This is an optimization exercise on Yosys and OpenROAD, whose aim is a short achievable clock period and few clock cycles, not a production implementation. Only the layout flow was run in this run; the RTL was not checked for function there. Power is estimated from default activity; no workload was simulated.

$ cat run.sh
#!/bin/bash
# synth_recipe.tcl (not shown) runs the flow's synth.tcl, then flattens the netlist and writes it again
# the make line also repeats each setting of config.mk as NAME=value (left out here)
make -C /OpenROAD-flow-scripts/flow DESIGN_CONFIG=/design/flow/config.mk WORK_HOME=/design/flow/orfs CLKGATE_MAP_FILE= SYNTH_SCRIPT=/design/flow/synth_recipe.tcl finish
$ cat config.mk
export PLATFORM = sky130hd
export DESIGN_NAME = cpu
export DESIGN_NICKNAME = cpu
export VERILOG_FILES = /design/flow/design.v
export SDC_FILE = /design/flow/constraint.sdc
export NUM_CORES = 4
export LEC_CHECK = 0
export ABC_CLOCK_PERIOD_IN_PS = 3000
export CAP_MARGIN = 20
export CORE_MARGIN = 2
export CORE_UTILIZATION = 40
export SETUP_SLACK_MARGIN = 5
export SLEW_MARGIN = 20
$ cat constraint.sdc
create_clock -name core_clock -period 12.5 [get_ports {clk}]
set_input_delay 2.5000 -clock core_clock [delete_from_list [all_inputs] [get_ports {clk}]]
set_output_delay 2.5000 -clock core_clock [all_outputs]
set_load 0.01 [all_outputs]
$ cat design.v
`timescale 1ns / 1ps
module cpu(
    input           clk,
    input           resetn,
    output          inst_sram_en,
    output[31:0]    inst_sram_addr,
    input[31:0]     inst_sram_rdata,
    output          data_sram_en,
    output[3:0]     data_sram_wen,
    output[31:0]    data_sram_addr,
    output[31:0]    data_sram_wdata,
    input[31:0]     data_sram_rdata,
    output[31:0]    debug_wb_pc,
    output          debug_wb_rf_wen,
    output[4:0]     debug_wb_rf_wnum,
    output[31:0]    debug_wb_rf_wdata
);
    reg [31:0] pc_f;
    reg        v_d;
    reg [31:0] pc_d, npc_d;
    reg        v_r;
    reg [31:0] ir, pc_r, npc_r;
    reg        v_e;
    reg [31:0] a_e, b_e;
    reg        fa_e, fb_e;           
    reg [4:0]  rd_e, rt_e, sh_e;
    reg        add_e, sub_e, and_e, or_e, xor_e, sll_e, mov_e, cmp_e;
    reg        wr_e;                 
    reg        ld_e, st_e, bbt_e;
    reg [31:0] imm_e, tgt_e, pc_e;
    reg [31:0] res_m, addr_m, wdata_m, pc_m;
    reg [4:0]  rd_m;
    reg        wen_m, ld_m, st_m;
    reg [31:0] res_w, pc_w;
    reg [4:0]  rd_w;
    reg        wen_w, ld_w;
    reg [31:0] res_x, pc_x;
    reg [4:0]  rd_x;
    reg        wen_x, rep_x;
    reg [31:0] rf [0:31];
    wire [5:0]  op = ir[31:26];
    wire [4:0]  rs = ir[25:21];
    wire [4:0]  rt = ir[20:16];
    wire [4:0]  rd = ir[15:11];
    wire [10:0] lo = ir[10:0];
    wire d_rtype = (op == 6'h00);
    wire d_add  = d_rtype && lo == 11'h020;
    wire d_sub  = d_rtype && lo == 11'h022;
    wire d_and  = d_rtype && lo == 11'h024;
    wire d_or   = d_rtype && lo == 11'h025;
    wire d_xor  = d_rtype && lo == 11'h026;
    wire d_mov  = d_rtype && lo == 11'h00a;
    wire d_sll  = d_rtype && ir[5:0] == 6'd0 && rs == 5'd0;
    wire d_st   = (op == 6'h2b);
    wire d_ld   = (op == 6'h23);
    wire d_j    = (op == 6'h02);
    wire d_cmp  = (op == 6'h3e) && lo == 11'd0;
    wire d_bbt  = (op == 6'h3f);
    wire d_alu  = d_add | d_sub | d_and | d_or | d_xor;
    wire d_wr   = d_alu | d_sll | d_cmp | d_ld;
    wire use_rs = d_alu | d_mov | d_cmp | d_st | d_ld | d_bbt;
    wire use_rt = d_alu | d_mov | d_cmp | d_st | d_sll;
    wire [4:0] d_rd = d_ld ? rt : rd;
    wire haz_e = v_e & ld_e & ((use_rs & rs == rd_e) | (use_rt & rt == rd_e));
    wire haz_m = ld_m & ((use_rs & rs == rd_m) | (use_rt & rt == rd_m));
    wire stall = v_r & (haz_e | haz_m);
    wire [31:0] val_w = ld_w ? data_sram_rdata : res_w;
    wire [31:0] rd_a = (wen_m && rd_m == rs) ? res_m :
                       (wen_w && rd_w == rs) ? val_w :
                       (wen_x && rd_x == rs) ? res_x : rf[rs];
    wire [31:0] rd_b = (wen_m && rd_m == rt) ? res_m :
                       (wen_w && rd_w == rt) ? val_w :
                       (wen_x && rd_x == rt) ? res_x : rf[rt];
    wire [31:0] a = fa_e & wen_m ? res_m : a_e;
    wire [31:0] b = fb_e & wen_m ? res_m : b_e;
    wire [31:0] sum = a + b;
    wire [32:0] dif = {1'b0, a} - {1'b0, b};
    wire        eq  = (a == b);
    wire        ltu = dif[32];
    wire [4:0]  c   = {ltu | eq, dif[31] | eq, ltu, dif[31], eq};
    wire [31:0] sllv = b << sh_e;
    wire        bz  = (b == 32'd0);
    wire [31:0] res = ({32{add_e}} & sum) |
                      ({32{sub_e}} & dif[31:0]) |
                      ({32{and_e}} & (a & b)) |
                      ({32{or_e}}  & (a | b)) |
                      ({32{xor_e}} & (a ^ b)) |
                      ({32{sll_e}} & sllv) |
                      ({32{mov_e}} & a) |
                      ({32{cmp_e}} & {22'd0, ~c, c});
    wire wen_e = wr_e | (mov_e & bz);
    wire [31:0] addr = a + imm_e;
    wire redir_e = bbt_e & a[rt_e];
    wire redir_r = v_r & d_j & ~redir_e;
    wire [31:0] jtgt = {npc_r[31:28], ir[25:0], 2'b00};
    wire [31:0] pc_inc = pc_f + 32'd4;
    assign inst_sram_en   = ~stall;
    assign inst_sram_addr = pc_f;
    always @(posedge clk) begin
        if (!resetn) begin
            pc_f <= 32'd0;
            v_d  <= 1'b0;
            v_r  <= 1'b0;
            v_e  <= 1'b0;
        end else begin
            if (redir_e)      pc_f <= tgt_e;
            else if (redir_r) pc_f <= jtgt;
            else if (!stall)  pc_f <= pc_inc;
            if (redir_e | redir_r) v_d <= 1'b0;
            else if (!stall)       v_d <= 1'b1;
            if (redir_e)     v_r <= 1'b0;
            else if (!stall) v_r <= v_d & ~redir_r;
            v_e <= v_r & ~stall & ~redir_e;
        end
    end
    always @(posedge clk) begin
        if (!stall) begin
            pc_d  <= pc_f;
            npc_d <= pc_inc;
            ir    <= inst_sram_rdata;
            pc_r  <= pc_d;
            npc_r <= npc_d;
        end
    end
    wire go_e = resetn & v_r & ~stall & ~redir_e;
    always @(posedge clk) begin
        a_e   <= rd_a;
        b_e   <= rd_b;
        fa_e  <= v_e & (wr_e | mov_e) & rd_e == rs;
        fb_e  <= v_e & (wr_e | mov_e) & rd_e == rt;
        rd_e  <= d_rd;
        rt_e  <= rt;
        sh_e  <= ir[10:6];
        imm_e <= {{16{ir[15]}}, ir[15:0]};
        tgt_e <= npc_r + {{14{ir[15]}}, ir[15:0], 2'b00};
        pc_e  <= pc_r;
        add_e <= d_add;
        sub_e <= d_sub;
        and_e <= d_and;
        or_e  <= d_or;
        xor_e <= d_xor;
        sll_e <= d_sll;
        cmp_e <= d_cmp;
        mov_e <= go_e & d_mov;
        wr_e  <= go_e & d_wr;
        ld_e  <= go_e & d_ld;
        st_e  <= go_e & d_st;
        bbt_e <= go_e & d_bbt & (ir[15:0] != 16'd0);
    end
    always @(posedge clk) begin
        res_m   <= res;
        addr_m  <= addr;
        wdata_m <= b;
        pc_m    <= pc_e;
        rd_m    <= rd_e;
        wen_m   <= resetn & wen_e;
        ld_m    <= resetn & ld_e;
        st_m    <= resetn & st_e;
        res_w   <= res_m;
        pc_w    <= pc_m;
        rd_w    <= rd_m;
        wen_w   <= resetn & wen_m;
        ld_w    <= resetn & ld_m;
        res_x   <= val_w;
        pc_x    <= pc_w;
        rd_x    <= rd_w;
        wen_x   <= resetn & wen_w;
        rep_x   <= resetn & wen_w & (rd_w != 5'd0);
    end
    integer i;
    always @(posedge clk) begin
        if (!resetn) begin
            for (i = 0; i < 32; i = i + 1)
                rf[i] <= 32'd0;
        end else if (wen_x) begin
            rf[rd_x] <= res_x;
        end
    end
    assign data_sram_en    = ld_m | st_m;
    assign data_sram_wen   = {3'b000, st_m};
    assign data_sram_addr  = addr_m;
    assign data_sram_wdata = wdata_m;
    assign debug_wb_pc       = pc_x;
    assign debug_wb_rf_wen   = rep_x;
    assign debug_wb_rf_wnum  = rd_x;
    assign debug_wb_rf_wdata = res_x;
endmodule
==> impl_metrics.json <==
{
  "setup_ws_ns": 5.89,
  "synth_edf_count": 1180,
  "p_int_uw": 10200,
  "dpl_cell_area_sq_mm": 0.0901,
  "maxSlewHeadroom_pct": 25.1,
  "layout-area-overhead-vs-synth_pct": 14.0,
  "max_stage_delay_ns": 0.63,
  "globalplace.congestion": 0.970,
  "cap_violations": 0,
  "max-vdd-ir-drop_uv": 152,
  "hold_viol_final": 0,
  "largest_register_ff_count": 1024,
  "antenna_found_initial": 25,
  "yosysUniqueCellTypes": 86,
  "die-width_microns": 463,
  "grt-ovfl-total": 0,
  "wl_per_cell_microns": 30.5,
  "initial_core_util_pct": 40.3,
  "post_cts_resized": 0,
  "vias": 56200,
  "crit_chain": "nor4_2, o2111ai_1, a21oi_1, o211a_1, o31a_1, or3b_2, nand2_8, clkdlybuf4s50_1",
  "synthFlopType": "edfxtp_1",
  "cts_root_buffer": "clkbuf_16",
  "multiInputGateArea_sq_mm": 0.0370,
  "crit_fanout": 77,
  "pwr-share-comb_pct": 16.0,
  "tightest_slew_ns": 1.12,
  "wirelength_mm": 284,
  "grt_pass1_vias": 56100,
  "numPortBuffers": 234,
  "p_sw_share_pct": 28.0,
  "final-max-slew-violation-count": 0,
  "p_sw_uw": 3960,
  "startpoint_type": "flop",
  "drt-initial-drc-count": 7251,
  "regArea_sq_mm": 0.0453,
  "avgViaCountPerCell": 6.04,
  "rsz0062_at_grt": "no",
  "max_freq_ghz": 0.151,
  "synthesis.area_sq_mm": 0.0844,
  "cts_buffers": 178,
  "min_path_type": "reg2reg",
  "place_hpwl_mm": 179,
  "fp.coreArea_sq_mm": 0.210,
  "finalClockSkew_ns": 0.0521,
  "crit_type": "reg2out",
  "seq_power_share_pct": 45.2,
  "post-cts-setup-buffer-count": 0,
  "fillers": 18500,
  "top_register": "rf",
  "fin_area_sq_mm": 0.0962,
  "tns_ns": 0,
  "grt_use_total_pct": 26.0,
  "clock_power_share_pct": 38.8,
  "required_ns": 10.00,
  "ys_warn_count": 1,
  "fin_nets": 6570,
  "arrival_ns": 4.11,
  "grt_max_degree": 108,
  "async_flop_share_pct": 0,
  "num_io_pins": 238,
  "place_ws_ns": 6.51,
  "cts_sinks": 1669,
  "syn_avg_cell_area_sq_um": 13.4,
  "cts.htree.levels": 4,
  "synth-seq-area-share_pct": 53.6,
  "grt_pass1_wl_mm": 406,
  "first_pass_iters": 6,
  "dieArea_sq_mm": 0.215,
  "post-route-min-period_ns": 6.61,
  "finalCritPeriodShare_pct": 52.9,
  "cp_top_family": "simple AND/OR/NAND/NOR gates",
  "die_h_microns": 463,
  "worst-path-buf-inv": 1,
  "drive_gt1_share_pct": 20.2,
  "drcViolationCount": 0,
  "synth_seq_cells": 1669,
  "p_leak_uw": 0.0362,
  "cts_buffer_depth": 3,
  "finalPower_uw": 14100,
  "holdWs_ns": 0.323,
  "cellPowerDensity_mw_per_mm2": 147,
  "setup_viol": 0,
  "critPathSlowestCell": "clkdlybuf4s50_1",
  "cts_tree": "done",
  "std_cell_rows": 168,
  "clkSlewWorstSetupHoldPaths_ns": 0.06,
  "antenna_left": 0,
  "synthCells": 6275,
  "hold_buffers": 0,
  "cp-end-kind": "output port",
  "insertion_delay_ns": 0.86,
  "outcome": "no timing/DRC/antenna violations"
}
placed cells by master, fill, tap and decap left out, drive strengths merged, types with 13 or more instances in the layout:
| cell | synthesis | layout |
|---|---|---|
| a221o | 17 | 17 |
| ha | 157 | 157 |
| a31oi | 21 | 21 |
| nor4 | 32 | 32 |
| nor2 | 384 | 384 |
| edfxtp | 1180 | 1180 |
| and2 | 1044 | 1044 |
| o221ai | 20 | 20 |
| o21ai | 159 | 159 |
| nor3 | 46 | 46 |
| buf | 125 | 173 |
| xor2 | 56 | 56 |
| and3 | 30 | 30 |
| dfxtp | 489 | 489 |
| xnor2 | 82 | 82 |
| a21o | 41 | 41 |
| nor2b | 16 | 16 |
| nand4 | 23 | 23 |
| o21bai | 25 | 25 |
| o21a | 14 | 14 |
| bufinv | 0 | 13 |
| a211oi | 28 | 28 |
| clkinv | 4 | 63 |
| nand2 | 146 | 146 |
| a221oi | 33 | 33 |
| clkdlybuf4s50 | 0 | 233 |
| mux4 | 672 | 672 |
| nand3 | 47 | 47 |
| o22ai | 24 | 24 |
| nand2b | 13 | 13 |
| mux2i | 196 | 196 |
| a21oi | 355 | 355 |
| clkbuf | 395 | 236 |
| o211ai | 14 | 14 |
| mux2 | 65 | 65 |
| inv | 171 | 182 |
worst paths after layout:
path / slack (ns) / cells after the start / start / to
max: 5.89 / 8 / ir[29] / inst_sram_en
max reg2reg: 6.81 / 15 / wen_m / res_m[30]
min reg2reg: 0.32 / 0 / pc_e[25] / pc_m[25]
min: 0.32 / 0 / pc_e[25] / pc_m[25]
power by group through the flow:
| stage | Sequential [uW] | Clock [uW] | Combinational, uW |
|---|---|---|---|
| 2_1_floorplan | 6450 | 0 | 1330 |
| 3_3_place_gp | 6500 | 0 | 2220 |
| 3_5_place_dp | 6510 | 0 | 2220 |
| 4_1_cts | 6390 | 5560 | 2240 |
| 5_1_grt | 6430 | 5770 | 2390 |
| 6_report | 6400 | 5480 | 2270 |
metal layers:
metal	share of wire, %	global-route usage, %
met2	46	40.6
met3	10	6.22
met5	0.025	0
met4	4.4	10.6
met1	40	35.0
per-stage QoR:
stage | utilization, % | std cells
finish | 45.9 | 9305
global route | 45.9 | 9303
CTS | 45.9 | 9299
detailed placement | 43.0 | 8968
global placement | 43.0 | 8968
floorplan | - | 6277
synth_stat cells (7+ instances only):
| library cell | count | share of area [%] |
|---|---|---|
| nand3b_1 | 7 | 0.062 |
| and3_1 | 30 | 0.22 |
| a21o_1 | 41 | 0.36 |
| nor3_1 | 46 | 0.27 |
| buf_4 | 7 | 0.062 |
| nor2_1 | 384 | 1.7 |
| nand2b_1 | 13 | 0.096 |
| buf_1 | 85 | 0.38 |
| and2_1 | 1043 | 7.7 |
| or2_2 | 12 | 0.089 |
| o21bai_1 | 25 | 0.22 |
| a221oi_1 | 33 | 0.34 |
| nand3_1 | 47 | 0.28 |
| a21oi_1 | 355 | 2.1 |
| and4_1 | 7 | 0.073 |
| a211oi_1 | 28 | 0.25 |
| buf_2 | 25 | 0.15 |
| buf_6 | 8 | 0.11 |
| a221o_1 | 17 | 0.20 |
| a31oi_1 | 21 | 0.16 |
| o21ai_0 | 154 | 0.91 |
| clkbuf_1 | 395 | 1.8 |
| xor2_1 | 56 | 0.58 |
| mux2i_1 | 195 | 2.3 |
| o2111ai_1 | 8 | 0.083 |
| edfxtp_1 | 1180 | 42 |
| inv_1 | 169 | 0.75 |
| o211ai_1 | 14 | 0.12 |
| o221ai_1 | 20 | 0.21 |
| nor2b_1 | 16 | 0.12 |
| o31ai_1 | 10 | 0.089 |
| nor4_1 | 32 | 0.24 |
| a211o_1 | 9 | 0.093 |
| or3_1 | 12 | 0.089 |
| mux4_2 | 672 | 18 |
| xnor2_1 | 82 | 0.85 |
| o22ai_1 | 24 | 0.18 |
| ha_1 | 157 | 2.3 |
| o21a_1 | 14 | 0.12 |
| nand4_1 | 23 | 0.17 |
| dfxtp_1 | 489 | 12 |
| mux2_2 | 65 | 0.87 |
| nand2_1 | 143 | 0.64 |
logic make-up (layout without fill, tap and decap cells):
| group | count (synthesis) | in the layout | share of synthesized area [%] |
|---|---|---|---|
| other | 1 | 9 | 0.00444 |
| AOI/OAI and AO/OA | 842 | 842 | 6.20 |
| DFF | 1669 | 1669 | 53.6 |
| xor gates and xnor gates | 138 | 138 | 1.43 |
| muxes | 933 | 933 | 21.1 |
| adders and majority gates | 161 | 161 | 2.42 |
| and+or+nand+nor | 1836 | 1836 | 12.0 |
| buffers and inverters | 695 | 912 | 3.23 |
final cells by class:
class / count / area share (%)
well taps: 2805 / 3.65
clock buffers: 236 / 5.16
flip-flops and latches: 1669 / 47.1
inverters: 175 / 0.683
clock inverters: 95 / 1.19
multi-input cells: 3913 / 38.4
repair buffers: 406 / 3.83
diodes: 6 / 0.0156

==> afterwards: timing with drivers on the ports <==
How much do the figures lean on ideal ports? The routed layout below was timed once more, with nothing changed but the port constraints. Step 1 (the two cells are an assumption about what drives the block):
set clk [get_ports {clk}]
set_driving_cell -lib_cell sky130_fd_sc_hd__clkbuf_16 $clk
set_driving_cell -lib_cell sky130_fd_sc_hd__buf_2 [delete_from_list [all_inputs] $clk]
Step 2, shift: input delay + t, output delay - t, t = (earliest + latest rising clock arrival at the registers) / 2. This alone moves slack from input paths to output paths. Three values: ideal, step 1, step 2; two values: the first two.
t (ns): 0.919
setup slack, ns: 5.886 / 5.803 / 6.478
worst setup path after step 2: input to register
cell pins on the clock port's net: 1
After both steps setup and hold are still met in this run. For this run, drivers alone change the setup slack by -0.083 ns; drivers and shift together by +0.592 ns.
